From an optimization exercise on the open Yosys and OpenROAD flow, aimed at small area and a short achievable clock period; shortcuts taken in it are not production practice. Function was not checked in any run shown here: the RTL went through the layout flow alone. Power figures rest on the tool's default switching activity, not on a simulated workload.

**design.v**
```verilog
module FIRLPF(
       input                     Clock,
       input                     Rst_n,
       input      signed  [31:0] InputData1,
       output     signed  [31:0] OutputData
);
reg [5:0] Count;
always @(posedge Clock or negedge Rst_n)
  if (!Rst_n)             Count <= 6'd0;
  else if (Count < 6'd39) Count <= Count + 6'd1;
  else                    Count <= 6'd0;
reg [22:0] rom;
always @* begin
  case (Count)
    6'd0: rom = 23'b00000001000000100000000;
    6'd1: rom = 23'b00000001000000100000000;
    6'd2: rom = 23'b00000001000000100000000;
    6'd3: rom = 23'b00000000100000000000000;
    6'd4: rom = 23'b00000000000000000000001;
    6'd5: rom = 23'b00000010000000010000000;
    6'd6: rom = 23'b00100000000000100000000;
    6'd7: rom = 23'b00100001000000000000000;
    6'd8: rom = 23'b00000000100000000000010;
    6'd9: rom = 23'b01000001000010000000000;
    6'd10: rom = 23'b00100000100001000000100;
    6'd11: rom = 23'b01001000000011000000010;
    6'd12: rom = 23'b00100000001000010100001;
    6'd13: rom = 23'b00000001010000000000100;
    6'd14: rom = 23'b01001000010001000000001;
    6'd15: rom = 23'b00001000000100010001000;
    6'd16: rom = 23'b00000100000011001000001;
    6'd17: rom = 23'b00100010001000000101000;
    6'd18: rom = 23'b10000000010000010011000;
    6'd19: rom = 23'b00110000010000011000001;
    6'd20: rom = 23'b00110000010000011000001;
    6'd21: rom = 23'b10000000010000010011000;
    6'd22: rom = 23'b00100010001000000101000;
    6'd23: rom = 23'b00000100000011001000001;
    6'd24: rom = 23'b00001000000100010001000;
    6'd25: rom = 23'b01001000010001000000001;
    6'd26: rom = 23'b00000001010000000000100;
    6'd27: rom = 23'b00100000001000010100001;
    6'd28: rom = 23'b01001000000011000000010;
    6'd29: rom = 23'b00100000100001000000100;
    6'd30: rom = 23'b01000001000010000000000;
    6'd31: rom = 23'b00000000100000000000010;
    6'd32: rom = 23'b00100001000000000000000;
    6'd33: rom = 23'b00100000000000100000000;
    6'd34: rom = 23'b00000010000000010000000;
    6'd35: rom = 23'b00000000000000000000001;
    6'd36: rom = 23'b00000000100000000000000;
    6'd37: rom = 23'b00000001000000100000000;
    6'd38: rom = 23'b00000001000000100000000;
    6'd39: rom = 23'b00000001000000100000000;
    default: rom = 23'b0;
  endcase
end
reg [31:0] xr;
reg [22:0] ctl;
always @(posedge Clock) begin
  xr  <= InputData1;
  ctl <= rom;
end
wire [31:0] xo = {~xr[31], xr[30:0]};
wire [3:0] sel0 = ctl[3:0];
wire [2:0] sel1 = ctl[6:4];
wire [2:0] sel2 = ctl[9:7];
wire [3:0] sel3 = ctl[13:10];
wire [5:0] sel4 = ctl[19:14];
wire [2:0] sel5 = ctl[22:20];
wire [31:0] n0_0 = ~xo;
wire [31:0] n0_2 = ~xo;
wire [39:0] row0 = ({40{sel0[0]}} & {7'd0, n0_0, 1'd0})
                   | ({40{sel0[1]}} & {5'd0, xo, 3'd0})
                   | ({40{sel0[2]}} & {2'd0, n0_2, 6'd0})
                   | ({40{sel0[3]}} & {xo[28:0], 11'd0});
wire [39:0] row1 = ({40{sel1[0]}} & {4'd0, xo, 4'd0})
                   | ({40{sel1[1]}} & {1'd0, xo, 7'd0})
                   | ({40{sel1[2]}} & {xo[28:0], 11'd0});
wire [31:0] n2_0 = ~xo;
wire [39:0] row2 = ({40{sel2[0]}} & {8'd0, n2_0})
                   | ({40{sel2[1]}} & {8'd0, xo})
                   | ({40{sel2[2]}} & {xo, 8'd0});
wire [31:0] n3_0 = ~xo;
wire [31:0] n3_1 = ~xo;
wire [39:0] row3 = ({40{sel3[0]}} & {8'd0, n3_0})
                   | ({40{sel3[1]}} & {n3_1, 8'd0})
                   | ({40{sel3[2]}} & {xo[30:0], 9'd0})
                   | ({40{sel3[3]}} & {xo[29:0], 10'd0});
wire [31:0] n4_2 = ~xo;
wire [31:0] n4_3 = ~xo;
wire [39:0] row4 = ({40{sel4[0]}} & {7'd0, xo, 1'd0})
                   | ({40{sel4[1]}} & {6'd0, xo, 2'd0})
                   | ({40{sel4[2]}} & {5'd0, n4_2, 3'd0})
                   | ({40{sel4[3]}} & {3'd0, n4_3, 5'd0})
                   | ({40{sel4[4]}} & {3'd0, xo, 5'd0})
                   | ({40{sel4[5]}} & {2'd0, xo, 6'd0});
wire [31:0] n5_0 = ~xo;
wire [31:0] n5_2 = ~xo;
wire [39:0] row5 = ({40{sel5[0]}} & {4'd0, n5_0, 4'd0})
                   | ({40{sel5[1]}} & {2'd0, xo, 6'd0})
                   | ({40{sel5[2]}} & {1'd0, n5_2, 7'd0});
reg restart, restart_n, restart_s;
always @(posedge Clock or negedge Rst_n)
  if (!Rst_n) restart <= 1'b0;
  else        restart <= (Count == 6'd0);
always @(posedge Clock)
  restart_n <= (Count == 6'd0);
always @(posedge Clock or negedge Rst_n)
  if (!Rst_n) restart_s <= 1'b1;
  else        restart_s <= (Count == 6'd0);
localparam [39:0] K = 40'hbc00000544;
reg [39:0] Ss, Sc;
wire [39:0] ss = restart_s ? K : Ss;
wire [39:0] sc = restart_n ? 40'd0 : Sc;
wire f0s, f0c;
FIRLPF_fa uf0 (.a(ss[4]), .b(sc[4]), .c(row0[4]), .s(f0s), .co(f0c));
wire f1s, f1c;
FIRLPF_fa uf1 (.a(ss[5]), .b(sc[5]), .c(row0[5]), .s(f1s), .co(f1c));
wire h2s, h2c;
FIRLPF_ha uh2 (.a(row1[5]), .b(row2[5]), .s(h2s), .co(h2c));
wire f3s, f3c;
FIRLPF_fa uf3 (.a(ss[6]), .b(sc[6]), .c(row0[6]), .s(f3s), .co(f3c));
wire f4s, f4c;
FIRLPF_fa uf4 (.a(row1[6]), .b(row2[6]), .c(row3[6]), .s(f4s), .co(f4c));
wire f5s, f5c;
FIRLPF_fa uf5 (.a(ss[7]), .b(sc[7]), .c(row0[7]), .s(f5s), .co(f5c));
wire f6s, f6c;
FIRLPF_fa uf6 (.a(row1[7]), .b(row2[7]), .c(row3[7]), .s(f6s), .co(f6c));
wire f7s, f7c;
FIRLPF_fa uf7 (.a(ss[8]), .b(sc[8]), .c(row0[8]), .s(f7s), .co(f7c));
wire f8s, f8c;
FIRLPF_fa uf8 (.a(row1[8]), .b(row2[8]), .c(row3[8]), .s(f8s), .co(f8c));
wire f9s, f9c;
FIRLPF_fa uf9 (.a(ss[9]), .b(sc[9]), .c(row0[9]), .s(f9s), .co(f9c));
wire f10s, f10c;
FIRLPF_fa uf10 (.a(row1[9]), .b(row2[9]), .c(row3[9]), .s(f10s), .co(f10c));
wire f11s, f11c;
FIRLPF_fa uf11 (.a(ss[10]), .b(sc[10]), .c(row0[10]), .s(f11s), .co(f11c));
wire f12s, f12c;
FIRLPF_fa uf12 (.a(row1[10]), .b(row2[10]), .c(row3[10]), .s(f12s), .co(f12c));
wire f13s, f13c;
FIRLPF_fa uf13 (.a(ss[11]), .b(sc[11]), .c(row0[11]), .s(f13s), .co(f13c));
wire f14s, f14c;
FIRLPF_fa uf14 (.a(row1[11]), .b(row2[11]), .c(row3[11]), .s(f14s), .co(f14c));
wire f15s, f15c;
FIRLPF_fa uf15 (.a(ss[12]), .b(sc[12]), .c(row0[12]), .s(f15s), .co(f15c));
wire f16s, f16c;
FIRLPF_fa uf16 (.a(row1[12]), .b(row2[12]), .c(row3[12]), .s(f16s), .co(f16c));
wire f17s, f17c;
FIRLPF_fa uf17 (.a(ss[13]), .b(sc[13]), .c(row0[13]), .s(f17s), .co(f17c));
wire f18s, f18c;
FIRLPF_fa uf18 (.a(row1[13]), .b(row2[13]), .c(row3[13]), .s(f18s), .co(f18c));
wire f19s, f19c;
FIRLPF_fa uf19 (.a(ss[14]), .b(sc[14]), .c(row0[14]), .s(f19s), .co(f19c));
wire f20s, f20c;
FIRLPF_fa uf20 (.a(row1[14]), .b(row2[14]), .c(row3[14]), .s(f20s), .co(f20c));
wire f21s, f21c;
FIRLPF_fa uf21 (.a(ss[15]), .b(sc[15]), .c(row0[15]), .s(f21s), .co(f21c));
wire f22s, f22c;
FIRLPF_fa uf22 (.a(row1[15]), .b(row2[15]), .c(row3[15]), .s(f22s), .co(f22c));
wire f23s, f23c;
FIRLPF_fa uf23 (.a(ss[16]), .b(sc[16]), .c(row0[16]), .s(f23s), .co(f23c));
wire f24s, f24c;
FIRLPF_fa uf24 (.a(row1[16]), .b(row2[16]), .c(row3[16]), .s(f24s), .co(f24c));
wire f25s, f25c;
FIRLPF_fa uf25 (.a(ss[17]), .b(sc[17]), .c(row0[17]), .s(f25s), .co(f25c));
wire f26s, f26c;
FIRLPF_fa uf26 (.a(row1[17]), .b(row2[17]), .c(row3[17]), .s(f26s), .co(f26c));
wire f27s, f27c;
FIRLPF_fa uf27 (.a(ss[18]), .b(sc[18]), .c(row0[18]), .s(f27s), .co(f27c));
wire f28s, f28c;
FIRLPF_fa uf28 (.a(row1[18]), .b(row2[18]), .c(row3[18]), .s(f28s), .co(f28c));
wire f29s, f29c;
FIRLPF_fa uf29 (.a(ss[19]), .b(sc[19]), .c(row0[19]), .s(f29s), .co(f29c));
wire f30s, f30c;
FIRLPF_fa uf30 (.a(row1[19]), .b(row2[19]), .c(row3[19]), .s(f30s), .co(f30c));
wire f31s, f31c;
FIRLPF_fa uf31 (.a(ss[20]), .b(sc[20]), .c(row0[20]), .s(f31s), .co(f31c));
wire f32s, f32c;
FIRLPF_fa uf32 (.a(row1[20]), .b(row2[20]), .c(row3[20]), .s(f32s), .co(f32c));
wire f33s, f33c;
FIRLPF_fa uf33 (.a(ss[21]), .b(sc[21]), .c(row0[21]), .s(f33s), .co(f33c));
wire f34s, f34c;
FIRLPF_fa uf34 (.a(row1[21]), .b(row2[21]), .c(row3[21]), .s(f34s), .co(f34c));
wire f35s, f35c;
FIRLPF_fa uf35 (.a(ss[22]), .b(sc[22]), .c(row0[22]), .s(f35s), .co(f35c));
wire f36s, f36c;
FIRLPF_fa uf36 (.a(row1[22]), .b(row2[22]), .c(row3[22]), .s(f36s), .co(f36c));
wire f37s, f37c;
FIRLPF_fa uf37 (.a(ss[23]), .b(sc[23]), .c(row0[23]), .s(f37s), .co(f37c));
wire f38s, f38c;
FIRLPF_fa uf38 (.a(row1[23]), .b(row2[23]), .c(row3[23]), .s(f38s), .co(f38c));
wire f39s, f39c;
FIRLPF_fa uf39 (.a(ss[24]), .b(sc[24]), .c(row0[24]), .s(f39s), .co(f39c));
wire f40s, f40c;
FIRLPF_fa uf40 (.a(row1[24]), .b(row2[24]), .c(row3[24]), .s(f40s), .co(f40c));
wire f41s, f41c;
FIRLPF_fa uf41 (.a(ss[25]), .b(sc[25]), .c(row0[25]), .s(f41s), .co(f41c));
wire f42s, f42c;
FIRLPF_fa uf42 (.a(row1[25]), .b(row2[25]), .c(row3[25]), .s(f42s), .co(f42c));
wire f43s, f43c;
FIRLPF_fa uf43 (.a(ss[26]), .b(sc[26]), .c(row0[26]), .s(f43s), .co(f43c));
wire f44s, f44c;
FIRLPF_fa uf44 (.a(row1[26]), .b(row2[26]), .c(row3[26]), .s(f44s), .co(f44c));
wire f45s, f45c;
FIRLPF_fa uf45 (.a(ss[27]), .b(sc[27]), .c(row0[27]), .s(f45s), .co(f45c));
wire f46s, f46c;
FIRLPF_fa uf46 (.a(row1[27]), .b(row2[27]), .c(row3[27]), .s(f46s), .co(f46c));
wire f47s, f47c;
FIRLPF_fa uf47 (.a(ss[28]), .b(sc[28]), .c(row0[28]), .s(f47s), .co(f47c));
wire f48s, f48c;
FIRLPF_fa uf48 (.a(row1[28]), .b(row2[28]), .c(row3[28]), .s(f48s), .co(f48c));
wire f49s, f49c;
FIRLPF_fa uf49 (.a(ss[29]), .b(sc[29]), .c(row0[29]), .s(f49s), .co(f49c));
wire f50s, f50c;
FIRLPF_fa uf50 (.a(row1[29]), .b(row2[29]), .c(row3[29]), .s(f50s), .co(f50c));
wire f51s, f51c;
FIRLPF_fa uf51 (.a(ss[30]), .b(sc[30]), .c(row0[30]), .s(f51s), .co(f51c));
wire f52s, f52c;
FIRLPF_fa uf52 (.a(row1[30]), .b(row2[30]), .c(row3[30]), .s(f52s), .co(f52c));
wire f53s, f53c;
FIRLPF_fa uf53 (.a(ss[31]), .b(sc[31]), .c(row0[31]), .s(f53s), .co(f53c));
wire f54s, f54c;
FIRLPF_fa uf54 (.a(row1[31]), .b(row2[31]), .c(row3[31]), .s(f54s), .co(f54c));
wire f55s, f55c;
FIRLPF_fa uf55 (.a(ss[32]), .b(sc[32]), .c(row0[32]), .s(f55s), .co(f55c));
wire f56s, f56c;
FIRLPF_fa uf56 (.a(row1[32]), .b(row2[32]), .c(row3[32]), .s(f56s), .co(f56c));
wire f57s, f57c;
FIRLPF_fa uf57 (.a(ss[33]), .b(sc[33]), .c(row0[33]), .s(f57s), .co(f57c));
wire f58s, f58c;
FIRLPF_fa uf58 (.a(row1[33]), .b(row2[33]), .c(row3[33]), .s(f58s), .co(f58c));
wire f59s, f59c;
FIRLPF_fa uf59 (.a(ss[34]), .b(sc[34]), .c(row0[34]), .s(f59s), .co(f59c));
wire f60s, f60c;
FIRLPF_fa uf60 (.a(row1[34]), .b(row2[34]), .c(row3[34]), .s(f60s), .co(f60c));
wire f61s, f61c;
FIRLPF_fa uf61 (.a(ss[35]), .b(sc[35]), .c(row0[35]), .s(f61s), .co(f61c));
wire f62s, f62c;
FIRLPF_fa uf62 (.a(row1[35]), .b(row2[35]), .c(row3[35]), .s(f62s), .co(f62c));
wire f63s, f63c;
FIRLPF_fa uf63 (.a(ss[36]), .b(sc[36]), .c(row0[36]), .s(f63s), .co(f63c));
wire f64s, f64c;
FIRLPF_fa uf64 (.a(row1[36]), .b(row2[36]), .c(row3[36]), .s(f64s), .co(f64c));
wire f65s, f65c;
FIRLPF_fa uf65 (.a(ss[37]), .b(sc[37]), .c(row0[37]), .s(f65s), .co(f65c));
wire f66s, f66c;
FIRLPF_fa uf66 (.a(row1[37]), .b(row2[37]), .c(row3[37]), .s(f66s), .co(f66c));
wire f67s, f67c;
FIRLPF_fa uf67 (.a(ss[38]), .b(sc[38]), .c(row0[38]), .s(f67s), .co(f67c));
wire h68s, h68c;
FIRLPF_ha uh68 (.a(row1[38]), .b(row2[38]), .s(h68s), .co(h68c));
wire f69s, f69c;
FIRLPF_fa uf69 (.a(ss[39]), .b(sc[39]), .c(row0[39]), .s(f69s), .co(f69c));
wire f70s, f70c;
FIRLPF_fa uf70 (.a(ss[1]), .b(sc[1]), .c(row0[1]), .s(f70s), .co(f70c));
wire f71s, f71c;
FIRLPF_fa uf71 (.a(ss[2]), .b(sc[2]), .c(row0[2]), .s(f71s), .co(f71c));
wire h72s, h72c;
FIRLPF_ha uh72 (.a(row2[2]), .b(row3[2]), .s(h72s), .co(h72c));
wire f73s, f73c;
FIRLPF_fa uf73 (.a(ss[3]), .b(sc[3]), .c(row0[3]), .s(f73s), .co(f73c));
wire f74s, f74c;
FIRLPF_fa uf74 (.a(row2[3]), .b(row3[3]), .c(row4[3]), .s(f74s), .co(f74c));
wire f75s, f75c;
FIRLPF_fa uf75 (.a(row1[4]), .b(row2[4]), .c(row3[4]), .s(f75s), .co(f75c));
wire f76s, f76c;
FIRLPF_fa uf76 (.a(row4[4]), .b(row5[4]), .c(f0s), .s(f76s), .co(f76c));
wire f77s, f77c;
FIRLPF_fa uf77 (.a(row3[5]), .b(row4[5]), .c(row5[5]), .s(f77s), .co(f77c));
wire f78s, f78c;
FIRLPF_fa uf78 (.a(h2s), .b(f0c), .c(f1s), .s(f78s), .co(f78c));
wire f79s, f79c;
FIRLPF_fa uf79 (.a(row4[6]), .b(row5[6]), .c(h2c), .s(f79s), .co(f79c));
wire f80s, f80c;
FIRLPF_fa uf80 (.a(f1c), .b(f3s), .c(f4s), .s(f80s), .co(f80c));
wire f81s, f81c;
FIRLPF_fa uf81 (.a(row4[7]), .b(row5[7]), .c(f3c), .s(f81s), .co(f81c));
wire f82s, f82c;
FIRLPF_fa uf82 (.a(f4c), .b(f5s), .c(f6s), .s(f82s), .co(f82c));
wire f83s, f83c;
FIRLPF_fa uf83 (.a(row4[8]), .b(row5[8]), .c(f5c), .s(f83s), .co(f83c));
wire f84s, f84c;
FIRLPF_fa uf84 (.a(f6c), .b(f7s), .c(f8s), .s(f84s), .co(f84c));
wire f85s, f85c;
FIRLPF_fa uf85 (.a(row4[9]), .b(row5[9]), .c(f7c), .s(f85s), .co(f85c));
wire f86s, f86c;
FIRLPF_fa uf86 (.a(f8c), .b(f9s), .c(f10s), .s(f86s), .co(f86c));
wire f87s, f87c;
FIRLPF_fa uf87 (.a(row4[10]), .b(row5[10]), .c(f9c), .s(f87s), .co(f87c));
wire f88s, f88c;
FIRLPF_fa uf88 (.a(f10c), .b(f11s), .c(f12s), .s(f88s), .co(f88c));
wire f89s, f89c;
FIRLPF_fa uf89 (.a(row4[11]), .b(row5[11]), .c(f11c), .s(f89s), .co(f89c));
wire f90s, f90c;
FIRLPF_fa uf90 (.a(f12c), .b(f13s), .c(f14s), .s(f90s), .co(f90c));
wire f91s, f91c;
FIRLPF_fa uf91 (.a(row4[12]), .b(row5[12]), .c(f13c), .s(f91s), .co(f91c));
wire f92s, f92c;
FIRLPF_fa uf92 (.a(f14c), .b(f15s), .c(f16s), .s(f92s), .co(f92c));
wire f93s, f93c;
FIRLPF_fa uf93 (.a(row4[13]), .b(row5[13]), .c(f15c), .s(f93s), .co(f93c));
wire f94s, f94c;
FIRLPF_fa uf94 (.a(f16c), .b(f17s), .c(f18s), .s(f94s), .co(f94c));
wire f95s, f95c;
FIRLPF_fa uf95 (.a(row4[14]), .b(row5[14]), .c(f17c), .s(f95s), .co(f95c));
wire f96s, f96c;
FIRLPF_fa uf96 (.a(f18c), .b(f19s), .c(f20s), .s(f96s), .co(f96c));
wire f97s, f97c;
FIRLPF_fa uf97 (.a(row4[15]), .b(row5[15]), .c(f19c), .s(f97s), .co(f97c));
wire f98s, f98c;
FIRLPF_fa uf98 (.a(f20c), .b(f21s), .c(f22s), .s(f98s), .co(f98c));
wire f99s, f99c;
FIRLPF_fa uf99 (.a(row4[16]), .b(row5[16]), .c(f21c), .s(f99s), .co(f99c));
wire f100s, f100c;
FIRLPF_fa uf100 (.a(f22c), .b(f23s), .c(f24s), .s(f100s), .co(f100c));
wire f101s, f101c;
FIRLPF_fa uf101 (.a(row4[17]), .b(row5[17]), .c(f23c), .s(f101s), .co(f101c));
wire f102s, f102c;
FIRLPF_fa uf102 (.a(f24c), .b(f25s), .c(f26s), .s(f102s), .co(f102c));
wire f103s, f103c;
FIRLPF_fa uf103 (.a(row4[18]), .b(row5[18]), .c(f25c), .s(f103s), .co(f103c));
wire f104s, f104c;
FIRLPF_fa uf104 (.a(f26c), .b(f27s), .c(f28s), .s(f104s), .co(f104c));
wire f105s, f105c;
FIRLPF_fa uf105 (.a(row4[19]), .b(row5[19]), .c(f27c), .s(f105s), .co(f105c));
wire f106s, f106c;
FIRLPF_fa uf106 (.a(f28c), .b(f29s), .c(f30s), .s(f106s), .co(f106c));
wire f107s, f107c;
FIRLPF_fa uf107 (.a(row4[20]), .b(row5[20]), .c(f29c), .s(f107s), .co(f107c));
wire f108s, f108c;
FIRLPF_fa uf108 (.a(f30c), .b(f31s), .c(f32s), .s(f108s), .co(f108c));
wire f109s, f109c;
FIRLPF_fa uf109 (.a(row4[21]), .b(row5[21]), .c(f31c), .s(f109s), .co(f109c));
wire f110s, f110c;
FIRLPF_fa uf110 (.a(f32c), .b(f33s), .c(f34s), .s(f110s), .co(f110c));
wire f111s, f111c;
FIRLPF_fa uf111 (.a(row4[22]), .b(row5[22]), .c(f33c), .s(f111s), .co(f111c));
wire f112s, f112c;
FIRLPF_fa uf112 (.a(f34c), .b(f35s), .c(f36s), .s(f112s), .co(f112c));
wire f113s, f113c;
FIRLPF_fa uf113 (.a(row4[23]), .b(row5[23]), .c(f35c), .s(f113s), .co(f113c));
wire f114s, f114c;
FIRLPF_fa uf114 (.a(f36c), .b(f37s), .c(f38s), .s(f114s), .co(f114c));
wire f115s, f115c;
FIRLPF_fa uf115 (.a(row4[24]), .b(row5[24]), .c(f37c), .s(f115s), .co(f115c));
wire f116s, f116c;
FIRLPF_fa uf116 (.a(f38c), .b(f39s), .c(f40s), .s(f116s), .co(f116c));
wire f117s, f117c;
FIRLPF_fa uf117 (.a(row4[25]), .b(row5[25]), .c(f39c), .s(f117s), .co(f117c));
wire f118s, f118c;
FIRLPF_fa uf118 (.a(f40c), .b(f41s), .c(f42s), .s(f118s), .co(f118c));
wire f119s, f119c;
FIRLPF_fa uf119 (.a(row4[26]), .b(row5[26]), .c(f41c), .s(f119s), .co(f119c));
wire f120s, f120c;
FIRLPF_fa uf120 (.a(f42c), .b(f43s), .c(f44s), .s(f120s), .co(f120c));
wire f121s, f121c;
FIRLPF_fa uf121 (.a(row4[27]), .b(row5[27]), .c(f43c), .s(f121s), .co(f121c));
wire f122s, f122c;
FIRLPF_fa uf122 (.a(f44c), .b(f45s), .c(f46s), .s(f122s), .co(f122c));
wire f123s, f123c;
FIRLPF_fa uf123 (.a(row4[28]), .b(row5[28]), .c(f45c), .s(f123s), .co(f123c));
wire f124s, f124c;
FIRLPF_fa uf124 (.a(f46c), .b(f47s), .c(f48s), .s(f124s), .co(f124c));
wire f125s, f125c;
FIRLPF_fa uf125 (.a(row4[29]), .b(row5[29]), .c(f47c), .s(f125s), .co(f125c));
wire f126s, f126c;
FIRLPF_fa uf126 (.a(f48c), .b(f49s), .c(f50s), .s(f126s), .co(f126c));
wire f127s, f127c;
FIRLPF_fa uf127 (.a(row4[30]), .b(row5[30]), .c(f49c), .s(f127s), .co(f127c));
wire f128s, f128c;
FIRLPF_fa uf128 (.a(f50c), .b(f51s), .c(f52s), .s(f128s), .co(f128c));
wire f129s, f129c;
FIRLPF_fa uf129 (.a(row4[31]), .b(row5[31]), .c(f51c), .s(f129s), .co(f129c));
wire f130s, f130c;
FIRLPF_fa uf130 (.a(f52c), .b(f53s), .c(f54s), .s(f130s), .co(f130c));
wire f131s, f131c;
FIRLPF_fa uf131 (.a(row4[32]), .b(row5[32]), .c(f53c), .s(f131s), .co(f131c));
wire f132s, f132c;
FIRLPF_fa uf132 (.a(f54c), .b(f55s), .c(f56s), .s(f132s), .co(f132c));
wire f133s, f133c;
FIRLPF_fa uf133 (.a(row4[33]), .b(row5[33]), .c(f55c), .s(f133s), .co(f133c));
wire f134s, f134c;
FIRLPF_fa uf134 (.a(f56c), .b(f57s), .c(f58s), .s(f134s), .co(f134c));
wire f135s, f135c;
FIRLPF_fa uf135 (.a(row4[34]), .b(row5[34]), .c(f57c), .s(f135s), .co(f135c));
wire f136s, f136c;
FIRLPF_fa uf136 (.a(f58c), .b(f59s), .c(f60s), .s(f136s), .co(f136c));
wire f137s, f137c;
FIRLPF_fa uf137 (.a(row4[35]), .b(row5[35]), .c(f59c), .s(f137s), .co(f137c));
wire f138s, f138c;
FIRLPF_fa uf138 (.a(f60c), .b(f61s), .c(f62s), .s(f138s), .co(f138c));
wire f139s, f139c;
FIRLPF_fa uf139 (.a(row4[36]), .b(row5[36]), .c(f61c), .s(f139s), .co(f139c));
wire f140s, f140c;
FIRLPF_fa uf140 (.a(f62c), .b(f63s), .c(f64s), .s(f140s), .co(f140c));
wire f141s, f141c;
FIRLPF_fa uf141 (.a(row4[37]), .b(row5[37]), .c(f63c), .s(f141s), .co(f141c));
wire f142s, f142c;
FIRLPF_fa uf142 (.a(f64c), .b(f65s), .c(f66s), .s(f142s), .co(f142c));
wire f143s, f143c;
FIRLPF_fa uf143 (.a(row3[38]), .b(row5[38]), .c(h68s), .s(f143s), .co(f143c));
wire f144s, f144c;
FIRLPF_fa uf144 (.a(f65c), .b(f66c), .c(f67s), .s(f144s), .co(f144c));
wire f145s, f145c;
FIRLPF_fa uf145 (.a(row1[39]), .b(row2[39]), .c(row3[39]), .s(f145s), .co(f145c));
wire f146s, f146c;
FIRLPF_fa uf146 (.a(h68c), .b(f67c), .c(f69s), .s(f146s), .co(f146c));
wire h147s, h147c;
FIRLPF_ha uh147 (.a(ss[0]), .b(sc[0]), .s(h147s), .co(h147c));
wire f148s, f148c;
FIRLPF_fa uf148 (.a(row2[1]), .b(row3[1]), .c(row4[1]), .s(f148s), .co(f148c));
wire f149s, f149c;
FIRLPF_fa uf149 (.a(row4[2]), .b(h72s), .c(f70c), .s(f149s), .co(f149c));
wire f150s, f150c;
FIRLPF_fa uf150 (.a(h72c), .b(f71c), .c(f73s), .s(f150s), .co(f150c));
wire f151s, f151c;
FIRLPF_fa uf151 (.a(f73c), .b(f74c), .c(f75s), .s(f151s), .co(f151c));
wire f152s, f152c;
FIRLPF_fa uf152 (.a(f75c), .b(f77s), .c(f76c), .s(f152s), .co(f152c));
wire f153s, f153c;
FIRLPF_fa uf153 (.a(f77c), .b(f79s), .c(f78c), .s(f153s), .co(f153c));
wire f154s, f154c;
FIRLPF_fa uf154 (.a(f79c), .b(f80c), .c(f81s), .s(f154s), .co(f154c));
wire f155s, f155c;
FIRLPF_fa uf155 (.a(f81c), .b(f82c), .c(f83s), .s(f155s), .co(f155c));
wire f156s, f156c;
FIRLPF_fa uf156 (.a(f83c), .b(f84c), .c(f85s), .s(f156s), .co(f156c));
wire f157s, f157c;
FIRLPF_fa uf157 (.a(f85c), .b(f86c), .c(f87s), .s(f157s), .co(f157c));
wire f158s, f158c;
FIRLPF_fa uf158 (.a(f87c), .b(f88c), .c(f89s), .s(f158s), .co(f158c));
wire f159s, f159c;
FIRLPF_fa uf159 (.a(f89c), .b(f90c), .c(f91s), .s(f159s), .co(f159c));
wire f160s, f160c;
FIRLPF_fa uf160 (.a(f91c), .b(f92c), .c(f93s), .s(f160s), .co(f160c));
wire f161s, f161c;
FIRLPF_fa uf161 (.a(f93c), .b(f94c), .c(f95s), .s(f161s), .co(f161c));
wire f162s, f162c;
FIRLPF_fa uf162 (.a(f95c), .b(f96c), .c(f97s), .s(f162s), .co(f162c));
wire f163s, f163c;
FIRLPF_fa uf163 (.a(f97c), .b(f98c), .c(f99s), .s(f163s), .co(f163c));
wire f164s, f164c;
FIRLPF_fa uf164 (.a(f99c), .b(f100c), .c(f101s), .s(f164s), .co(f164c));
wire f165s, f165c;
FIRLPF_fa uf165 (.a(f101c), .b(f102c), .c(f103s), .s(f165s), .co(f165c));
wire f166s, f166c;
FIRLPF_fa uf166 (.a(f103c), .b(f104c), .c(f105s), .s(f166s), .co(f166c));
wire f167s, f167c;
FIRLPF_fa uf167 (.a(f105c), .b(f106c), .c(f107s), .s(f167s), .co(f167c));
wire f168s, f168c;
FIRLPF_fa uf168 (.a(f107c), .b(f108c), .c(f109s), .s(f168s), .co(f168c));
wire f169s, f169c;
FIRLPF_fa uf169 (.a(f109c), .b(f110c), .c(f111s), .s(f169s), .co(f169c));
wire f170s, f170c;
FIRLPF_fa uf170 (.a(f111c), .b(f112c), .c(f113s), .s(f170s), .co(f170c));
wire f171s, f171c;
FIRLPF_fa uf171 (.a(f113c), .b(f114c), .c(f115s), .s(f171s), .co(f171c));
wire f172s, f172c;
FIRLPF_fa uf172 (.a(f115c), .b(f116c), .c(f117s), .s(f172s), .co(f172c));
wire f173s, f173c;
FIRLPF_fa uf173 (.a(f117c), .b(f118c), .c(f119s), .s(f173s), .co(f173c));
wire f174s, f174c;
FIRLPF_fa uf174 (.a(f119c), .b(f120c), .c(f121s), .s(f174s), .co(f174c));
wire f175s, f175c;
FIRLPF_fa uf175 (.a(f121c), .b(f122c), .c(f123s), .s(f175s), .co(f175c));
wire f176s, f176c;
FIRLPF_fa uf176 (.a(f123c), .b(f124c), .c(f125s), .s(f176s), .co(f176c));
wire f177s, f177c;
FIRLPF_fa uf177 (.a(f125c), .b(f126c), .c(f127s), .s(f177s), .co(f177c));
wire f178s, f178c;
FIRLPF_fa uf178 (.a(f127c), .b(f128c), .c(f129s), .s(f178s), .co(f178c));
wire f179s, f179c;
FIRLPF_fa uf179 (.a(f129c), .b(f130c), .c(f131s), .s(f179s), .co(f179c));
wire f180s, f180c;
FIRLPF_fa uf180 (.a(f131c), .b(f132c), .c(f133s), .s(f180s), .co(f180c));
wire f181s, f181c;
FIRLPF_fa uf181 (.a(f133c), .b(f134c), .c(f135s), .s(f181s), .co(f181c));
wire f182s, f182c;
FIRLPF_fa uf182 (.a(f135c), .b(f136c), .c(f137s), .s(f182s), .co(f182c));
wire f183s, f183c;
FIRLPF_fa uf183 (.a(f137c), .b(f138c), .c(f139s), .s(f183s), .co(f183c));
wire f184s, f184c;
FIRLPF_fa uf184 (.a(f139c), .b(f140c), .c(f141s), .s(f184s), .co(f184c));
wire f185s, f185c;
FIRLPF_fa uf185 (.a(f143s), .b(f141c), .c(f142c), .s(f185s), .co(f185c));
wire f186s, f186c;
FIRLPF_fa uf186 (.a(f145s), .b(f143c), .c(f144c), .s(f186s), .co(f186c));
wire h187s, h187c;
FIRLPF_ha uh187 (.a(h147s), .b(row2[0]), .s(h187s), .co(h187c));
wire f188s, f188c;
FIRLPF_fa uf188 (.a(h147c), .b(f70s), .c(f148s), .s(f188s), .co(f188c));
wire f189s, f189c;
FIRLPF_fa uf189 (.a(f148c), .b(f71s), .c(f149s), .s(f189s), .co(f189c));
wire f190s, f190c;
FIRLPF_fa uf190 (.a(f74s), .b(f149c), .c(f150s), .s(f190s), .co(f190c));
wire f191s, f191c;
FIRLPF_fa uf191 (.a(f150c), .b(f76s), .c(f151s), .s(f191s), .co(f191c));
wire f192s, f192c;
FIRLPF_fa uf192 (.a(f151c), .b(f78s), .c(f152s), .s(f192s), .co(f192c));
wire f193s, f193c;
FIRLPF_fa uf193 (.a(f80s), .b(f152c), .c(f153s), .s(f193s), .co(f193c));
wire f194s, f194c;
FIRLPF_fa uf194 (.a(f82s), .b(f153c), .c(f154s), .s(f194s), .co(f194c));
wire f195s, f195c;
FIRLPF_fa uf195 (.a(f84s), .b(f154c), .c(f155s), .s(f195s), .co(f195c));
wire f196s, f196c;
FIRLPF_fa uf196 (.a(f86s), .b(f155c), .c(f156s), .s(f196s), .co(f196c));
wire f197s, f197c;
FIRLPF_fa uf197 (.a(f88s), .b(f156c), .c(f157s), .s(f197s), .co(f197c));
wire f198s, f198c;
FIRLPF_fa uf198 (.a(f90s), .b(f157c), .c(f158s), .s(f198s), .co(f198c));
wire f199s, f199c;
FIRLPF_fa uf199 (.a(f92s), .b(f158c), .c(f159s), .s(f199s), .co(f199c));
wire f200s, f200c;
FIRLPF_fa uf200 (.a(f94s), .b(f159c), .c(f160s), .s(f200s), .co(f200c));
wire f201s, f201c;
FIRLPF_fa uf201 (.a(f96s), .b(f160c), .c(f161s), .s(f201s), .co(f201c));
wire f202s, f202c;
FIRLPF_fa uf202 (.a(f98s), .b(f161c), .c(f162s), .s(f202s), .co(f202c));
wire f203s, f203c;
FIRLPF_fa uf203 (.a(f100s), .b(f162c), .c(f163s), .s(f203s), .co(f203c));
wire f204s, f204c;
FIRLPF_fa uf204 (.a(f102s), .b(f163c), .c(f164s), .s(f204s), .co(f204c));
wire f205s, f205c;
FIRLPF_fa uf205 (.a(f104s), .b(f164c), .c(f165s), .s(f205s), .co(f205c));
wire f206s, f206c;
FIRLPF_fa uf206 (.a(f106s), .b(f165c), .c(f166s), .s(f206s), .co(f206c));
wire f207s, f207c;
FIRLPF_fa uf207 (.a(f108s), .b(f166c), .c(f167s), .s(f207s), .co(f207c));
wire f208s, f208c;
FIRLPF_fa uf208 (.a(f110s), .b(f167c), .c(f168s), .s(f208s), .co(f208c));
wire f209s, f209c;
FIRLPF_fa uf209 (.a(f112s), .b(f168c), .c(f169s), .s(f209s), .co(f209c));
wire f210s, f210c;
FIRLPF_fa uf210 (.a(f114s), .b(f169c), .c(f170s), .s(f210s), .co(f210c));
wire f211s, f211c;
FIRLPF_fa uf211 (.a(f116s), .b(f170c), .c(f171s), .s(f211s), .co(f211c));
wire f212s, f212c;
FIRLPF_fa uf212 (.a(f118s), .b(f171c), .c(f172s), .s(f212s), .co(f212c));
wire f213s, f213c;
FIRLPF_fa uf213 (.a(f120s), .b(f172c), .c(f173s), .s(f213s), .co(f213c));
wire f214s, f214c;
FIRLPF_fa uf214 (.a(f122s), .b(f173c), .c(f174s), .s(f214s), .co(f214c));
wire f215s, f215c;
FIRLPF_fa uf215 (.a(f124s), .b(f174c), .c(f175s), .s(f215s), .co(f215c));
wire f216s, f216c;
FIRLPF_fa uf216 (.a(f126s), .b(f175c), .c(f176s), .s(f216s), .co(f216c));
wire f217s, f217c;
FIRLPF_fa uf217 (.a(f128s), .b(f176c), .c(f177s), .s(f217s), .co(f217c));
wire f218s, f218c;
FIRLPF_fa uf218 (.a(f130s), .b(f177c), .c(f178s), .s(f218s), .co(f218c));
wire f219s, f219c;
FIRLPF_fa uf219 (.a(f132s), .b(f178c), .c(f179s), .s(f219s), .co(f219c));
wire f220s, f220c;
FIRLPF_fa uf220 (.a(f134s), .b(f179c), .c(f180s), .s(f220s), .co(f220c));
wire f221s, f221c;
FIRLPF_fa uf221 (.a(f136s), .b(f180c), .c(f181s), .s(f221s), .co(f221c));
wire f222s, f222c;
FIRLPF_fa uf222 (.a(f138s), .b(f181c), .c(f182s), .s(f222s), .co(f222c));
wire f223s, f223c;
FIRLPF_fa uf223 (.a(f140s), .b(f182c), .c(f183s), .s(f223s), .co(f223c));
wire f224s, f224c;
FIRLPF_fa uf224 (.a(f142s), .b(f183c), .c(f184s), .s(f224s), .co(f224c));
wire f225s, f225c;
FIRLPF_fa uf225 (.a(f144s), .b(f184c), .c(f185s), .s(f225s), .co(f225c));
wire f226s, f226c;
FIRLPF_fa uf226 (.a(f146s), .b(f185c), .c(f186s), .s(f226s), .co(f226c));
always @(posedge Clock) begin
  Ss <= {f225c, f224c, f223c, f222c, f221c, f220c, f219c, f218c, f217c, f216c, f215c, f214c, f213c, f212c, f211c, f210c, f209c, f208c, f207c, f206c, f205c, f204c, f203c, f202c, f201c, f200c, f199c, f198c, f197c, f196c, f195c, f194c, f193c, f192c, f191c, f190c, f189c, f188c, h187c, row3[0]};
  Sc <= {f226s, f225s, f224s, f223s, f222s, f221s, f220s, f219s, f218s, f217s, f216s, f215s, f214s, f213s, f212s, f211s, f210s, f209s, f208s, f207s, f206s, f205s, f204s, f203s, f202s, f201s, f200s, f199s, f198s, f197s, f196s, f195s, f194s, f193s, f192s, f191s, f190s, f189s, f188s, h187s};
end
wire [39:0] Ssum = Ss + Sc;
wire [24:0] Sfin = Ssum[39:15];
reg [1:0] nins;
always @(posedge Clock or negedge Rst_n)
  if (!Rst_n)                       nins <= 2'd0;
  else if (restart && nins != 2'd2) nins <= nins + 2'd1;
reg [24:0] R0, R1, R2, R3, R4, R5, R6, R7, R8;
always @(posedge Clock) begin
  R0 <= restart ? (nins == 2'd0 ? 25'd0 : Sfin) : (nins == 2'd2 ? R8 : 25'd0);
  R1 <= R0; R2 <= R1; R3 <= R2; R4 <= R3;
  R5 <= R4; R6 <= R5; R7 <= R6; R8 <= R7;
end
reg upd;
always @(posedge Clock or negedge Rst_n)
  if (!Rst_n) upd <= 1'b0;
  else        upd <= (Count == 6'd39);
reg  [27:0] U;
always @(posedge Clock or negedge Rst_n)
  if (!Rst_n)   U <= 28'd0;
  else if (upd) U <= U + {{3{R2[24]}}, R2} - {{3{R7[24]}}, R7};
assign OutputData = {{7{U[27]}}, U[27:3]};
endmodule
module FIRLPF_fa(input a, input b, input c, output s, output co);
assign s  = a ^ b ^ c;
assign co = (a & b) | (a & c) | (b & c);
endmodule
module FIRLPF_ha(input a, input b, output s, output co);
assign s  = a ^ b;
assign co = a & b;
endmodule
```
**config.mk**
```make
export PLATFORM = sky130hd
export DESIGN_NAME = FIRLPF
export DESIGN_NICKNAME = FIRLPF
export VERILOG_FILES = /design/flow/design.v
export SDC_FILE = /design/flow/constraint.sdc
export NUM_CORES = 4
export LEC_CHECK = 0
export CAP_MARGIN = 20
export CELL_PAD_IN_SITES_DETAIL_PLACEMENT = 1
export CORE_MARGIN = 2
export CORE_UTILIZATION = 30
export PLACE_DENSITY = 0.5
export SLEW_MARGIN = 20
export SYNTH_HIERARCHICAL = 1
export SYNTH_MINIMUM_KEEP_SIZE = 0
```
**run.sh**
```bash
#!/bin/bash
# synth_recipe.tcl (not shown) runs the flow's synth.tcl, then flattens the netlist and writes it again
# the make line also repeats each setting of config.mk as NAME=value (left out here)
make -C /OpenROAD-flow-scripts/flow DESIGN_CONFIG=/design/flow/config.mk WORK_HOME=/design/flow/orfs CLKGATE_MAP_FILE= SYNTH_SCRIPT=/design/flow/synth_recipe.tcl finish
```
**constraint.sdc**
```tcl
create_clock -name core_clock -period 11.0 [get_ports {Clock}]
set_input_delay 2.2000 -clock core_clock [delete_from_list [all_inputs] [get_ports {Clock}]]
set_output_delay 2.2000 -clock core_clock [all_outputs]
set_load 0.01 [all_outputs]
```
==> results of run 1 <==
==> worst max-delay path: stages, from the launching register on <==
cell	delay, ns
sky130_fd_sc_hd__dfxtp_1	0.91
sky130_fd_sc_hd__clkinv_1	0.82
sky130_fd_sc_hd__o221ai_1	0.60
sky130_fd_sc_hd__fa_1	0.52
sky130_fd_sc_hd__fa_1	0.43
sky130_fd_sc_hd__fa_1	0.53
sky130_fd_sc_hd__fa_1	0.40
==> final cells by class <==
| class | count | share of cell area [%] |
|---|---|---|
| clock inverters | 25 | 1.60 |
| well taps | 978 | 4.76 |
| clock buffers | 58 | 4.89 |
| repair buffers | 88 | 3.19 |
| flip-flops and latches | 398 | 31.8 |
| multi-input cells | 1508 | 51.3 |
| inverters | 168 | 2.46 |
==> registers in the layout (all words and copies together), names as in the netlist, 21 cells and up <==
name  flops
R0       25
R1       25
R2       25
R3       25
R4       25
R5       25
R6       25
R7       25
R8       25
Sc       40
Ss       40
U        28
ctl      21
xr       32
==> stage by stage <==
step | total power [mW] | instances | setup slack [ns] | util, %
4_1_cts | 5.88 | 3223 | 6.73 | 33.9
3_5_place_dp | 4.15 | 3140 | 6.74 | 31.7
6_report | 5.80 | 3223 | 6.63 | 33.9
2_1_floorplan | 3.47 | 2274 | 7.76 | -
3_3_place_gp | 4.06 | 3140 | 6.85 | 31.7
5_1_grt | 6.26 | 3223 | 6.58 | 33.9
==> layout by cell type, fill, tap and decap left out, types with 10 or more instances in the layout <==
cell,count
sky130_fd_sc_hd__nand3_1,15
sky130_fd_sc_hd__xnor2_1,29
sky130_fd_sc_hd__inv_1,164
sky130_fd_sc_hd__ha_1,87
sky130_fd_sc_hd__dfxtp_1,355
sky130_fd_sc_hd__a21o_1,26
sky130_fd_sc_hd__nor3_1,10
sky130_fd_sc_hd__o22ai_1,24
sky130_fd_sc_hd__and2_1,14
sky130_fd_sc_hd__clkdlybuf4s50_1,64
sky130_fd_sc_hd__dfrtp_1,36
sky130_fd_sc_hd__o21bai_1,13
sky130_fd_sc_hd__clkbuf_16,45
sky130_fd_sc_hd__nor2b_1,82
sky130_fd_sc_hd__a21oi_1,60
sky130_fd_sc_hd__o21ai_0,163
sky130_fd_sc_hd__nand2_1,288
sky130_fd_sc_hd__buf_4,23
sky130_fd_sc_hd__xor2_1,19
sky130_fd_sc_hd__o221ai_1,37
sky130_fd_sc_hd__fa_1,249
sky130_fd_sc_hd__o211ai_1,25
sky130_fd_sc_hd__a22oi_1,46
sky130_fd_sc_hd__a221o_1,41
sky130_fd_sc_hd__nor2_1,67
sky130_fd_sc_hd__mux2i_1,43
sky130_fd_sc_hd__or2_2,13
sky130_fd_sc_hd__a221oi_1,30
sky130_fd_sc_hd__nand4_1,10
==> routing by layer <==
layer,track usage [%],vias up,part of all wire [%]
met4,5.43,0,2.7
li1,-,7559,-
met3,3.24,129,6.5
met1,22.9,8277,46
met2,26.7,602,45
met5,0,-,0
==> cell families after synthesis <==
group | Yosys count | share of synthesized area (%)
DFF | 398 | 35.8
muxes | 47 | 2.08
AOI/OAI and AO/OA | 547 | 16.5
and+or+nand+nor | 530 | 10.6
xor gates and xnor gates | 48 | 1.84
adders and majority gates | 336 | 26.6
buffers and inverters | 368 | 6.58
==> Yosys stat by module, one instance, submodules excluded <==
module     cell area [sq um]  cells  flip-flops and latches
FIRLPF_ha               12.5      1                       0
FIRLPF_fa               20.0      1                       0
FIRLPF                 18300   2047                     398
==> report_power, final <==
part | leakage [nW] | switching, mW | total, mW | internal, mW
Sequential | 3.48 | 0.176 | 1.85 | 1.67
Clock | 0.807 | 0.639 | 1.67 | 1.03
Combinational | 6.75 | 1.30 | 2.29 | 0.985
Total | 11.0 | 2.12 | 5.80 | 3.68
==> how the worst min path moves through the flow <==
| stage | from | end | cells after the start |
|---|---|---|---|
| final | R6[12]$_DFF_P_ | R7[12]$_DFF_P_ | 0 |
| after global routing | R0[12]$_DFF_P_ | R1[12]$_DFF_P_ | 0 |
| after CTS | R4[10]$_DFF_P_ | R5[10]$_DFF_P_ | 0 |
| after detailed placement | R4[9]$_DFF_P_ | R5[9]$_DFF_P_ | 0 |
| after global placement | R0[9]$_DFF_P_ | R1[9]$_DFF_P_ | 0 |
| after floorplan | R0[0]$_DFF_P_ | R1[0]$_DFF_P_ | 0 |
==> out/results.txt, run 1 <==
Largest net degree at the start of global routing: 54. Most area-hungry cell type in the Yosys netlist: sky130_fd_sc_hd__dfxtp_1. The violation count after the first detailed-routing iteration was 1362; the placed wire-length estimate after detailed placement was 46.2 mm. The core region is 0.0757 sq mm. The global router's overall resource usage is 16.8%, and the number of max-cap violations is 0. The tools report the maximum operating frequency as 229 MHz. The tools report the kind of launch point of the worst setup path as a flip-flop. The cell count after synthesis is 2274. Setup repair after global routing left no endpoint under its margin. The run gives 0.0132 sq mm as the multi-input combinational cell area. The startpoint identified for the worst register-to-register timing path is ctl[1]$_SDFF_PP0_.

The worst setup path is captured at a flip-flop. For this design the top-level I/O count stands at 66. The min-delay analysis places its worst path in the category reg2reg. The run gives 0.0783 sq mm as the die area.

The run finished with no timing, DRC or antenna violations. The run gives 0 as the post-CTS repair timing setup buffer count. The tools report the last element of the critical path as Sc[33]$_DFF_P_.

The most instantiated library cell after synthesis was sky130_fd_sc_hd__dfxtp_1. The power density over cell area is 226 mW/mm^2, and the final total negative setup slack is 0 ns. After detailed routing, the average wire length per cell comes to 20.2 um. The tools report the maximum buffer depth of the clock tree as 3.

The sum of overflow across all layers after global routing is 0. After floorplanning, the core was divided into 101 placement rows. The logs give 0 for the number of antenna violations at the first check in global routing and 26.9% for the worst max-slew margin expressed relative to the limit.

The number of global-route vias before repair is 18100, and the setup slack of the most critical reg-to-reg path is 6.63 ns. Sorting the synthesized cells by area gives the leading types as sky130_fd_sc_hd__dfxtp_1 (31%), sky130_fd_sc_hd__fa_1 (22%), sky130_fd_sc_hd__ha_1 (4.8%). The flop and latch count out of synthesis is 398, and the initial core utilization is 30.2%.

The number of clock buffers added by TritonCTS is 45. In this run the biggest area consumer among cell types represents 31.5% of the synthesized area. The number of enable flip-flop cells after synthesis was 0; the H-tree level count was 2. The transition time at the pin with the least slew margin works out to 1.10 ns. The most used flip-flop cell after synthesis is sky130_fd_sc_hd__dfxtp_1. The clock root buffer was sky130_fd_sc_hd__clkbuf_16.

Sorting the synthesized cells by how often they occur yields sky130_fd_sc_hd__dfxtp_1 (359), sky130_fd_sc_hd__nand2_1 (288), sky130_fd_sc_hd__fa_1 (249). The critical path startpoint was ctl[1]$_SDFF_PP0_. The share of cells above drive strength 1 works out to 6.15%. Number of setup violations in the final report: 0. The count of nets left with antenna violations once routing finished came out at 0. Number of vias per cell: 5.14. The number of cells on the worst reg-to-reg path is 6. Summing all flip-flop and latch instances after layout gives 0.00817 sq mm. Average cell area after synthesis: 10.0 sq um. In this run the tool buffered the top-level ports with 65 buffer cells.

The run gives 65.2 mm as the final routed wirelength across all metal layers. The clock reaches the later pin of the worst-skew pair after 0.59 ns. The antenna cell count came out at 0. The critical register-to-register path endpoint was Sc[33]$_DFF_P_.

The number of hold violations in the final report came out at 0. By startpoint and endpoint, the worst setup path is classified as reg2reg. The total cell area at the placement stage is 0.0240 sq mm, and the total of warnings raised by yosys is 7.

Across the VDD grid, the largest voltage drop is 0.101 mV. The area growth from synthesis to layout is 12.5%. Gates resized during post-CTS repair numbered 0. The final layout net count is 2579, and the data arrival at the endpoint of the critical path is 4.82 ns. Of the available clock period, the critical path in the final layout requires 39.7%. For this design, the CTS-stage hold fixing added 0 buffers. DRC violation count after routing: 0. The die width is 280 um.

After routing the design area is 0.0257 sq mm. The iteration count of the initial detailed-routing pass was 6; the leakage power was 11.0 nW. The routed layout has 16600 vias. The first-pass GRT wire length was 104 mm; the fraction of registers with async set/reset was 9.80%. TritonCTS built the clock tree.

The time the final worst path needs with I/O delays and setup was 4.37 ns; the CTS clock-pin slew for the worst setup and hold paths was 0.06 ns. Counting the fill cells in the layout gives 8381. CTS saw 398 sinks. Data on the critical path is required at its endpoint by 11.46 ns. Final hold analysis gives a worst-case slack of 0.319 ns.

Across the routed clock network, the largest skew measured is 0.0188 ns. Measured along the y axis, the die boundary spans 280 um. The congestion estimate from routability-driven global placement came to 0.894. Synthesis instantiated 70 different standard cells from the library. Counting every net in the synthesized netlist gives 2644. The largest fanout on the critical path came out at 19. Summing the sequential cell areas from Yosys gives 35.8% of the chip area. The post-synthesis instance area came out at 0.0228 sq mm. The max-slew violation total from the final report was 0.
==> run 2, diff against run 1 <==
==> flow/run.sh (new file) <==
#!/bin/bash
# The standard layout (standard.sh), with two changes to how it is made:
# - the port buffers that global placement inserts use buf_4 instead of the
#   flow's default pick, a slow delay buffer;
# - repair_design also keeps each net's fanout at most 10 (pre_resize.tcl), so
#   high-fanout nets are buffered.
# Everything else, including synthesis, is the standard flow's. Each tool's
# full output goes to standard.log in the work folder (and the ORFS logs).
set -euo pipefail
here=$(cd "$(dirname "$0")" && pwd)
export BUFFER_PORTS_ARGS="-buffer_cell sky130_fd_sc_hd__buf_4"
export PRE_RESIZE_TCL="$here/pre_resize.tcl"
bash standard.sh > standard.log 2>&1
==> flow/pre_resize.tcl (new file) <==
# Sourced by ORFS before repair_design (placement resizing step).
set_max_fanout 10 [current_design]
==> standard.sh (new file) <==
#!/bin/bash
# synth_recipe.tcl (not shown) runs the flow's synth.tcl, then flattens the netlist and writes it again
# the make line also repeats each setting of config.mk as NAME=value (left out here)
make -C /OpenROAD-flow-scripts/flow DESIGN_CONFIG=/design/flow/config.mk WORK_HOME=/design/flow/orfs CLKGATE_MAP_FILE= SYNTH_SCRIPT=/design/flow/synth_recipe.tcl "${@:-finish}"
removed: run.sh
==> run 2 against run 1 <==
First-iteration DRC count rose by 21%. Setup slack got worse by 1.4 ns. Via count is 8.5% higher. Sequential power about the same. Area after synthesis did not move. Synthesized cell count unchanged. Clock skew rose by 0.013 ns. Register-to-register slack worse by 1.4 ns. Still clean. Critical path depth up 4. Sequential share of layout area shrank 2.0 points. Sequential cell count did not move. Clock power about the same.
==> out/results.txt, run 2 <==
Top Registers: Sc: 40 flops, Ss: 40 flops, xr: 32 flops (unchanged). The worst hold path cell count is 0 (unchanged), and the die area is 0.0783 sq mm (unchanged). Commonest cells after routing, fill and taps aside: sky130_fd_sc_hd__dfxtp_1 (357), sky130_fd_sc_hd__nand2_1 (288), sky130_fd_sc_hd__fa_1 (249), sky130_fd_sc_hd__clkdlybuf4s50_1 (187), sky130_fd_sc_hd__inv_1 (165) (was sky130_fd_sc_hd__dfxtp_1 (355), sky130_fd_sc_hd__nand2_1 (288), sky130_fd_sc_hd__fa_1 (249), sky130_fd_sc_hd__inv_1 (164), sky130_fd_sc_hd__o21ai_0 (163)). The total of fill cells in the finished design came out at 8419 (was 8381). The hold path startpoint is R0[11]$_DFF_P_ (was R6[12]$_DFF_P_). For the largest net degree at the start of global routing, the log shows 16 (was 54).

Critical path cell sequence: buf_4 > clkdlybuf4s50_1 > clkdlybuf4s50_1 > inv_1 > clkdlybuf4s50_1 > o211ai_1 > fa_1 > fa_1 > fa_1 > fa_1 (was clkinv_1 > o221ai_1 > fa_1 > fa_1 > fa_1 > fa_1). The number of antenna violations at the first check in global routing came out at 1 (was 0). The tools report the critical register-to-register path endpoint as Sc[11]$_DFF_P_ (was Sc[33]$_DFF_P_). Clock network latency to the later pin of the worst-skew pair: 0.61 ns (was 0.59 ns).

Critical path's most frequent cell: sky130_fd_sc_hd__fa_1 (unchanged). The multi-input combinational cell area is 0.0132 sq mm (unchanged), and the number of enable flip-flop cells after synthesis is 0 (unchanged). The run gives 0 (unchanged) as the count of instances resized after the clock tree is built. The tools report the endpoint of the worst hold path as R1[11]$_DFF_P_ (was R7[12]$_DFF_P_).

For the post-synthesis instance area, the log shows 0.0228 sq mm (unchanged). For the global router's overall resource usage, the log shows 19.0% (was 16.8%). Most numerous cell types in the synthesized netlist: sky130_fd_sc_hd__dfxtp_1 (359), sky130_fd_sc_hd__nand2_1 (288), sky130_fd_sc_hd__fa_1 (249) (unchanged). The quantity of hold-fixing buffers added after cts was 0 (unchanged). The data arrival at the endpoint of the critical path was 6.21 ns (was 4.82 ns).

The run gives 0.0314 ns (was 0.0188 ns) as the largest clock skew in the final design. The most area-hungry cell type in the Yosys netlist was sky130_fd_sc_hd__dfxtp_1 (unchanged). The first-pass GRT wire length was 116 mm (was 104 mm).

The area growth from synthesis to layout was 19.9% (was 12.5%); the maximum buffer depth of the clock tree was 3 (unchanged). The tightest hold margin was 0.313 ns (was 0.319 ns); the share of cells above drive strength 1 was 8.22% (was 6.15%). The worst endpoint required time was 11.47 ns (was 11.46 ns); the count of cell types in the netlist was 70 (unchanged).

Worst max-slew margin expressed relative to the limit: 40.2% (was 26.9%). The global placer's final weighted congestion is 0.893 (was 0.894), and the transition time at the pin with the least slew margin is 0.891 ns (was 1.10 ns). The final clock period utilization by the worst path came out at 52.2% (was 39.7%). The power density over cell area works out to 212 mW/mm^2 (was 226 mW/mm^2). The max-slew violation total from the final report is 0 (unchanged), and the post-CTS repair timing setup buffer count is 0 (unchanged). The number of vias per cell was 5.27 (was 5.14). The run gives 7 (was 6) as the iteration count of the initial detailed-routing pass. The setup slack of the most critical reg-to-reg path was 5.26 ns (was 6.63 ns). The tools report the placed wire-length estimate after detailed placement as 58.4 mm (was 46.2 mm). Cell type group with the largest total delay on the critical path: buffers and inverters (was adder cells).

The number of max-cap violations is 0 (unchanged), and the average wire per standard cell is 21.7 um (was 20.2 um). The most frequently used flop master after synthesis was sky130_fd_sc_hd__dfxtp_1 (unchanged). Peak-usage layer in the global routing report: met2 (unchanged). The run gives 24.9% (was 22.9%) as the global routing usage on met1. The largest fanout on the critical path was 10 (was 19); the final routed wirelength across all metal layers was 74.2 mm (was 65.2 mm). The logs give 0 (unchanged) for the number of setup violations in the final report and 0.00817 sq mm (about the same) for the register cell area after layout. The cell with the largest stage delay on the worst path was sky130_fd_sc_hd__clkdlybuf4s50_1 (was sky130_fd_sc_hd__dfxtp_1). The logs give 29.8% (was 26.7%) for the met2 track demand over resource and 2644 (unchanged) for the net count of the mapped netlist. The run gives 5.80 mW (about the same) as the total power.

The tools report the maximum operating frequency as 174 MHz (was 229 MHz). The tools report the cell count after synthesis as 2274 (unchanged). The average cell area after synthesis was 10.0 sq um (unchanged); the H-tree level count was 2 (unchanged). The top-level port count is 66 (unchanged), and the flop and latch count out of synthesis is 398 (unchanged). The number of placement rows was 101 (unchanged). The die height came out at 280 um (unchanged). The run gives 0.0757 sq mm (unchanged) as the area of the placeable core. The run gives 5.40 ns (was 6.74 ns) as the post-placement worst setup slack.

The die width came out at 280 um (unchanged). The initial core utilization is 30.2% (unchanged). The tools report the violation count after the first detailed-routing iteration as 1646 (was 1362). For the number of hold violations in the final report, the log shows 0 (unchanged). The total of warnings raised by yosys came out at 7 (unchanged). For the number of clock sinks, the log shows 398 (unchanged). The number of global-route vias before repair came out at 19500 (was 18100). The run gives 0.124 mV (was 0.101 mV) as the worst supply voltage drop on vdd.

TritonCTS built the clock tree. Biggest area contributors in the synthesized netlist: sky130_fd_sc_hd__dfxtp_1 (31%), sky130_fd_sc_hd__fa_1 (22%), sky130_fd_sc_hd__ha_1 (4.8%) (unchanged). The detailed-route via count came out at 18000 (was 16600).

The worst-case reg-to-reg path depth came out at 10 (was 6). The tools report the final setup slack of the worst path as 5.26 ns (was 6.63 ns). The flow ran to the end and the layout has no timing, DRC or antenna violations. The time the final worst path needs with I/O delays and setup works out to 5.74 ns (was 4.37 ns). The kind of launch point of the worst setup path is a flip-flop (unchanged). The startpoint of the worst register-to-register path was ctl[10]$_SDFF_PP0_ (was ctl[1]$_SDFF_PP0_). The clock root buffer is sky130_fd_sc_hd__clkbuf_16 (unchanged).

The tools report the leakage power as 11.9 nW (was 11.0 nW). The fraction of registers with async set/reset is 9.80% (unchanged). Path type of the worst min-delay path: reg2reg (unchanged). The category of the critical setup timing path was reg2reg (unchanged). The element type at the critical path end is a flip-flop (unchanged). The sum of overflow across all layers after global routing was 0 (unchanged); the antenna cell count was 0 (unchanged). The tools report the DRC violation count after routing as 0 (unchanged). Setup repair after global routing left no endpoint under its margin. Leading cell type in the layout, fill and taps excluded: sky130_fd_sc_hd__dfxtp_1 (unchanged).

The quantity of I/O buffers inserted on ports was 65 (unchanged). The global routing met3 resource utilization came out at 3.86% (was 3.24%). Total buffers and inverters traversed by the critical path: 5 (was 1). The number of nets with antenna violations after detailed routing is 0 (unchanged). The most instantiated library cell after synthesis was sky130_fd_sc_hd__dfxtp_1 (unchanged). Largest incremental delay on the critical path: 0.93 ns (was 0.91 ns). The CTS buffer count came out at 45 (unchanged). The CTS clock-pin slew for the worst setup and hold paths is 0.06 ns (about the same). The final layout net count is 2768 (was 2579). Sequential-to-total area share from yosys stat: 35.8% (unchanged). The fraction of post-synthesis cell area in the top cell type by area came out at 31.5% (unchanged). Final total negative setup slack: 0 ns (unchanged).
-- run 2: layout make-up --
cell class,instances,area share (%)
multi-input combinational,1508,48.1
sequential,398,29.8
timing repair buffer,277,9.30
clock buffer,58,4.63
tap,978,4.47
inverter,168,2.30
clock inverter,25,1.35
-- run 2: how the worst max path moves through the flow --
stage | depth (start not counted) | to | start
finish | 10 | Sc[11]$_DFF_P_ | ctl[10]$_SDFF_PP0_
global route | 10 | Sc[11]$_DFF_P_ | ctl[10]$_SDFF_PP0_
CTS | 10 | Sc[11]$_DFF_P_ | ctl[10]$_SDFF_PP0_
detailed placement | 10 | Sc[11]$_DFF_P_ | ctl[10]$_SDFF_PP0_
global placement | 6 | Sc[33]$_DFF_P_ | ctl[1]$_SDFF_PP0_
floorplan | 13 | U[26]$_DFFE_PN0P_ | U[1]$_DFFE_PN0P_
-- run 2: cell families after synthesis --
logic type / count (synthesis) / synth area share, %
AOI/OAI and AO/OA: 547 / 16.5
and+or+nand+nor: 530 / 10.6
DFF: 398 / 35.8
buffers and inverters: 368 / 6.58
adders and majority gates: 336 / 26.6
xor gates and xnor gates: 48 / 1.84
muxes: 47 / 2.08
-- run 2: modules after synthesis (local to each module, per instance) --
module,area (sq um),flip-flops and latches
FIRLPF,18300,398
FIRLPF_fa,20.0,0
FIRLPF_ha,12.5,0
-- run 2: report_power, final --
group / internal (mW) / switching [mW] / total, mW / leakage, nW
combinational: 0.997 / 1.34 / 2.33 / 7.57
clock: 0.990 / 0.651 / 1.64 / 0.803
sequential: 1.67 / 0.152 / 1.82 / 3.48
-- run 2: per-layer routing --
layer / part of all wire, % / wire, um
met4: 5.3 / 3930
met2: 44 / 32600
met1: 43 / 31700
met5: 0.013 / 10
met3: 8.0 / 5950
-- run 2: stage by stage --
step	instances	util, %	area, sq um
after floorplan	2274	-	22800
after global placement	3142	31.5	23900
after detailed placement	3329	34.0	25700
after CTS	3412	36.2	27400
after global routing	3412	36.2	27400
final	3412	36.2	27400
==> run 3, diff against run 2 <==
==> flow/run.sh (replaced) <==
#!/bin/bash
# The standard layout (standard.sh), with two changes to how it is made:
# - the port buffers that global placement inserts use buf_2 instead of the
#   flow's default pick, a slow delay buffer;
# - repair_design also keeps each net's fanout at most 16, with real buffers rather than delay cells (pre_resize.tcl), so
#   high-fanout nets are buffered.
# Everything else, including synthesis, is the standard flow's. Each tool's
# full output goes to standard.log in the work folder (and the ORFS logs).
set -euo pipefail
here=$(cd "$(dirname "$0")" && pwd)
export BUFFER_PORTS_ARGS="-buffer_cell sky130_fd_sc_hd__buf_2"
export PRE_RESIZE_TCL="$here/pre_resize.tcl"
bash standard.sh > standard.log 2>&1
==> flow/pre_resize.tcl (replaced) <==
# Sourced by ORFS before repair_design (placement resizing step): buffer
# high-fanout nets, and do it with ordinary buffers, not delay cells.
set_dont_use [get_lib_cells {sky130_fd_sc_hd__clkdlybuf4s* sky130_fd_sc_hd__dlygate* sky130_fd_sc_hd__dlymetal* sky130_fd_sc_hd__buf_1 sky130_fd_sc_hd__clkbuf_1}]
set_max_fanout 16 [current_design]
==> run 3 against run 2 <==
Still clean on timing, DRC and antenna. Via count fell by 4.0%. Synthesized cell count did not move. Non-clock buffer count fell by 92. Clock-buffer cell count rose by 3. Global-route usage fell by 0.93 points. Maximum frequency rose by 43%. Clock skew rose by 0.0022 ns. Critical path depth fell by 2. Setup slack improved by 1.7 ns. Core utilization fell by 2.2 points. Area after synthesis did not move. Critical path type unchanged. Critical endpoint is now Sc[20]$_DFF_P_. Largest cell class unchanged. Largest power group unchanged.
==> out/results.txt, run 3 <==
The run gives 6 (was 7) as the iteration count of the initial detailed-routing pass. TritonCTS built the clock tree. The highest layer used for signal routing was met4 (was met5). The quantity of hold-fixing buffers added after cts was 0 (unchanged); the global router's overall resource usage was 18.1% (was 19.0%). The run gives 30.2% (unchanged) as the initial core utilization. The startpoint of the worst register-to-register path was ctl[1]$_SDFF_PP0_ (was ctl[10]$_SDFF_PP0_).

Top Registers: Sc: 40 flops, Ss: 40 flops, xr: 32 flops (unchanged). Setup repair after global routing left no endpoint under its margin. The fraction of post-synthesis cell area in the top cell type by area came out at 31.5% (unchanged). The number of vias per cell works out to 5.20 (was 5.27). The flop and latch count out of synthesis was 398 (unchanged); the number of enable flip-flop cells after synthesis was 0 (unchanged). The path type of the worst min-delay path was reg2reg (unchanged).

The area growth from synthesis to layout works out to 12.7% (was 19.9%). The run finished with no timing, DRC or antenna violations. The met1 wire length was 30.8 mm (was 31.7 mm).

The maximum buffer depth of the clock tree is 3 (unchanged), and the die height is 280 um (unchanged). The global placer's final weighted congestion was 0.905 (was 0.893); the final routed wirelength across all metal layers was 70.1 mm (was 74.2 mm). For the antenna cell count, the log shows 0 (unchanged). The first-pass GRT wire length is 111 mm (was 116 mm), and the time the final worst path needs with I/O delays and setup is 4.02 ns (was 5.74 ns). The kind of launch point of the worst setup path was a flip-flop (unchanged).

The sum of overflow across all layers after global routing was 0 (unchanged). The logs give 0.0337 ns (was 0.0314 ns) for the largest clock skew in the final design and 249 MHz (was 174 MHz) for the maximum operating frequency. The CTS buffer count was 45 (unchanged); the total of warnings raised by yosys was 7 (unchanged). The detailed-route via count is 17300 (was 18000). Category of the critical setup timing path: reg2reg (unchanged). The power density over cell area was 221 mW/mm^2 (was 212 mW/mm^2). The transition time at the pin with the least slew margin was 0.895 ns (was 0.891 ns); the number of nets with antenna violations after detailed routing was 0 (unchanged).

The quantity of I/O buffers inserted on ports came out at 65 (unchanged). Biggest area contributors in the synthesized netlist: sky130_fd_sc_hd__dfxtp_1 (31%), sky130_fd_sc_hd__fa_1 (22%), sky130_fd_sc_hd__ha_1 (4.8%) (unchanged). The run gives 0 (unchanged) as the number of hold violations in the final report. The CTS clock-pin slew for the worst setup and hold paths came out at 0.06 ns (about the same).

The logs give 0 (unchanged) for the DRC violation count after routing and 0 ns (unchanged) for the final total negative setup slack. The number of global-route vias before repair is 18900 (was 19500). The largest fanout on the critical path works out to 16 (was 10). The data arrival at the endpoint of the critical path was 4.48 ns (was 6.21 ns).

The critical path startpoint is ctl[1]$_SDFF_PP0_ (was ctl[10]$_SDFF_PP0_). The most area-hungry cell type in the Yosys netlist is sky130_fd_sc_hd__dfxtp_1 (unchanged). The tools report the element type at the critical path end as a flip-flop (unchanged). The run gives 30.7 mm (was 32.6 mm) as the routed wire length on met2. The sequential-to-total area share from yosys stat is 35.8% (unchanged).
## run 3: cell types whose count changed in the layout (fill, tap and decap cells not counted), sizes merged, moves of 3 or more
cell / delta
clkdlybuf4s50: -187
buf: +95
bufinv: -4
clkbuf: +3
inv: -3
## run 3: worst paths after layout
| check | depth (start not counted) | end | slack, ns |
|---|---|---|---|
| max | 8 | Sc[20]$_DFF_P_ | 6.98 |
| min reg2reg | 0 | R1[7]$_DFF_P_ | 0.32 |
| min | 0 | R1[7]$_DFF_P_ | 0.32 |
| min in group asynchronous | 3 | Count[2]$_DFF_PN0_ | 1.70 |
| max in group asynchronous | 5 | upd$_DFF_PN0_ | 7.96 |
| max reg2reg | 8 | Sc[20]$_DFF_P_ | 6.98 |
## run 3: area by class of cell
class / instances / area, sq um
tap: 978 / 1220
fill: 8506 / 50000
inverter: 168 / 631
clock buffer: 61 / 1330
timing repair buffer: 185 / 991
sequential: 398 / 8170
clock inverter: 20 / 231
multi-input combinational: 1508 / 13200
## run 3: modules after synthesis (local to each module, per instance)
| module | times used | area (sq um) |
|---|---|---|
| FIRLPF_ha | 5 | 12.5 |
| FIRLPF_fa | 222 | 20.0 |
| FIRLPF | 1 | 18300 |
## run 3: metrics by stage
step                      setup slack (ns)  instance area (sq um)  power, mW  hold WS, ns  util (%)
after CTS                             7.04                  25700       5.77        0.322      34.0
after global routing                  6.90                  25700       6.17        0.328      34.0
final                                 6.98                  25700       5.69        0.322      34.0
after floorplan                       7.76                  22800       3.47        0.310         -
after global placement                6.88                  23700       4.04        0.310      31.3
after detailed placement              7.05                  24200       4.17        0.313      31.9
## run 3: critical path, cell delays in order (launching register included)
cell,delay [ns]
sky130_fd_sc_hd__dfxtp_1,0.86
sky130_fd_sc_hd__clkinv_1,0.41
sky130_fd_sc_hd__buf_2,0.35
sky130_fd_sc_hd__o22ai_1,0.20
sky130_fd_sc_hd__a221o_1,0.24
sky130_fd_sc_hd__fa_1,0.47
sky130_fd_sc_hd__fa_1,0.43
sky130_fd_sc_hd__fa_1,0.53
sky130_fd_sc_hd__fa_1,0.40
## run 3: cells by family after synthesis
logic type                 count (synthesis)  synth area share (%)
AOI/OAI and AO/OA                        547                  16.5
xor gates and xnor gates                  48                  1.84
adders and majority gates                336                  26.6
buffers and inverters                    368                  6.58
DFF                                      398                  35.8
muxes                                     47                  2.08
and+or+nand+nor                          530                  10.6
## run 3: power breakdown
group / total [mW] / internal [mW] / switching (mW)
clock network: 1.55 / 0.925 / 0.627
logic: 2.32 / 0.982 / 1.33
registers: 1.82 / 1.67 / 0.150
total: 5.69 / 3.58 / 2.11
## run 3: layer usage
layer | global-route usage [%] | vias up
li1 | - | 7765
met1 | 24.1 | 8571
met2 | 28.2 | 732
met3 | 3.87 | 184
met4 | 7.79 | 0
met5 | 0 | -

Re-timed with assumed drivers on the ports (clkbuf_16 on the clock, buf_2 on other inputs), run 3 has 6.977 ns of setup slack against 6.977 ns with ideal ports, and 6.977 ns once port delays also move by the mid clock arrival of 0.639 ns.
